Source: an optimization exercise on an open RTL-to-GDS flow (aim: small area and a short achievable clock period). Production flows keep margins and buffers that such runs may drop.
Only simulation tests tie the RTL to the original design; equivalence was not proved.
No driver is modelled on the clock port, so clock power and skew are understated where the tree is cut down; a real chip needs a root buffer or a tree.
Power figures rest on the tool's default switching activity, not on a simulated workload.

## sync_fifo
module sync_fifo #(
	parameter FIFO_DEPTH = 16	        ,
	parameter DATA_WIDTH = 32               ,
	parameter AW         = $clog2(FIFO_DEPTH) 
)
(
	input                   	i_clk            ,  
	input                   	i_rst_n          ,  
	input                   	i_valid_s        ,  
	input  [AW-1:0] 			i_almostfull_lvl ,  
	input  [DATA_WIDTH-1:0] 	i_datain         ,  
	input                   	i_ready_m        ,  
	input  [AW-1:0]				i_almostempty_lvl,  
	output                  	o_ready_s        ,  
	output                  	o_almostfull     ,  
	output                  	o_full           ,  
	output                  	o_valid_m        ,  
	output                  	o_almostempty    ,  
	output                  	o_empty          ,  
	output  [DATA_WIDTH-1:0] 	o_dataout           
);
clock: 4.0 ns
lec_check: 0
cap_margin: 20
core_margin: 2
core_utilization: 40
setup_slack_margin: 2.1
slew_margin: 20
tns_end_percent: 0
standard.sh (not shown) runs the stock make flow with config.mk's settings and CLKGATE_MAP_FILE= SYNTH_SCRIPT=/design/flow/synth_recipe.tcl, a recipe that flattens the netlist after the stock synthesis.
==> flow/flow/run.sh <==
#!/bin/bash
# Standard layout with these changes:
#  - plain buffers on the ports instead of the delay cells buffer_ports
#    picks by default;
#  - the head register's next-word logic, the file's write enables and
#    the two threshold flags re-mapped by hand in the synthesized netlist
#    (flow/patch_netlist.py), registers untouched;
#  - clock tree: clkbuf_16 root, clkbuf_8 leaves driving up to 14
#    registers each, no dummy loads; after CTS the root buffer is
#    removed, so the clock port drives the four first-level buffers
#    directly (flow/post_cts.tcl).
set -euo pipefail
export BUFFER_PORTS_ARGS="-buffer_cell sky130_fd_sc_hd__buf_1"
export CTS_ARGS="-sink_clustering_enable -repair_clock_nets -sink_clustering_size 14 -sink_clustering_max_diameter 100 -dont_use_dummy_load -buf_list sky130_fd_sc_hd__clkbuf_8 -root_buf sky130_fd_sc_hd__clkbuf_16"
export POST_CTS_TCL=$PWD/flow/post_cts.tcl
R=orfs/results/sky130hd/sync_fifo/base
bash standard.sh synth > synth.log 2>&1
python3 flow/patch_netlist.py $R/1_2_yosys.v > patch.log 2>&1
rm -f $R/1_synth.odb
bash standard.sh > standard.log 2>&1
Other scripts of this flow, unchanged in this note and not shown: flow/flow/patch_netlist.py, flow/flow/post_cts.tcl
The starting point produced a clean layout.
Rerun with:
- SETUP_SLACK_MARGIN: 2.1 -> 1.6
- TNS_END_PERCENT: 0 -> unset
Register-to-register slack improves by 0.12 ns; area after synthesis does not change; design area is about the same; sequential power barely changes.
Rerun with:
- SETUP_SLACK_MARGIN: 1.6 -> 1.8
- TNS_END_PERCENT: unset -> 0
After rerunning:
- sequential power rises by about 1%
- routed wire length rises by 1.8%
- design area falls by 0.59%
- hold slack is worse by 0.010 ns
- worst setup slack is worse by 0.068 ns
- critical path depth falls by 1
- global-route usage rises by 0.48 points
- area after synthesis is unchanged
- total power hardly moves
- clock-buffer cell count does not change
- via count falls by 0.49%

========
Setup of P:
sync_fifo, a different RTL version from the one above (not shown whole).
For scale: roughly 1100 cells after synthesis.
export LEC_CHECK = 0
export CAP_MARGIN = 20
export CORE_MARGIN = 2
export CORE_UTILIZATION = 40
export CTS_CLUSTER_DIAMETER = 150
export CTS_CLUSTER_SIZE = 24
export SETUP_SLACK_MARGIN = 1.6
export SLEW_MARGIN = 20
create_clock -name core_clock -period 4.0 [get_ports {i_clk}]
==> flow/flow/run.sh <==
#!/bin/bash
# Standard layout with two changes:
#  - plain buffers on the ports instead of the delay cells buffer_ports
#    picks by default;
#  - the two threshold flags re-mapped by hand in the synthesized netlist
#    (flow/patch_flags.py), registers untouched.
set -euo pipefail
export BUFFER_PORTS_ARGS="-buffer_cell sky130_fd_sc_hd__buf_2"
R=orfs/results/sky130hd/sync_fifo/base
bash standard.sh synth > synth.log 2>&1
python3 flow/patch_flags.py $R/1_2_yosys.v > patch.log 2>&1
rm -f $R/1_synth.odb
bash standard.sh > standard.log 2>&1
Other scripts of this flow, unchanged in this note and not shown: flow/flow/patch_flags.py
P: flow completed, timing, DRC and antenna clean
For Q, these inputs were changed with respect to P:
- CTS_CLUSTER_SIZE changed from 24 to 30
Results
Relative to P, the clock share of power of Q is lower by 1.6 points.
The final reports for Q and P show combinational power share higher in the former.
Sort Q and P by count of clock-buffer cells in the layout, ascending, and Q comes first.
Re share of the final layout cell area in sequential cells: Q and P aren't equal, and the higher value belongs to Q.
The combinational power was comparable across Q and P.
Looking at register-to-register slack across both flows, Q is the stronger of the two, with P trailing.

==> re-timing with driven ports <==
No port has a modelled driver above. Below, the same layouts with a new extraction and two added sets of constraints.
Step 1: set_driving_cell puts a clkbuf_16 on i_clk and a buf_2 on each other input, an assumption about the parent block.
Step 2 also shifts input and output timing later by t, the mid clock arrival at the registers, as if the neighbouring blocks saw the same clock.
Three values: ideal ports, drivers, drivers and shift; two values: the first two.
| run | shift t [ns] | slack for setup (ns) | clock arrival spread, ns |
|---|---|---|---|
| the first run of note 1 | 0.453 | 1.672 / 1.640 / 1.321 | 0.054 / 0.053 |
| the second run of note 1 | 0.447 | 1.665 / 1.639 / 1.383 | 0.064 / 0.064 |
| the third run of note 1 | 0.446 | 1.597 / 1.576 / 1.264 | 0.061 / 0.061 |
| P | 0.621 | 1.412 / 1.394 / 1.001 | 0.021 / 0.021 |
| Q | 0.623 | 1.438 / 1.425 / 1.005 | 0.024 / 0.024 |
After both steps every run listed still meets setup and hold. The setup slack of Q, which loses most, moves by -0.013 ns with the drivers and by -0.433 ns with both steps.
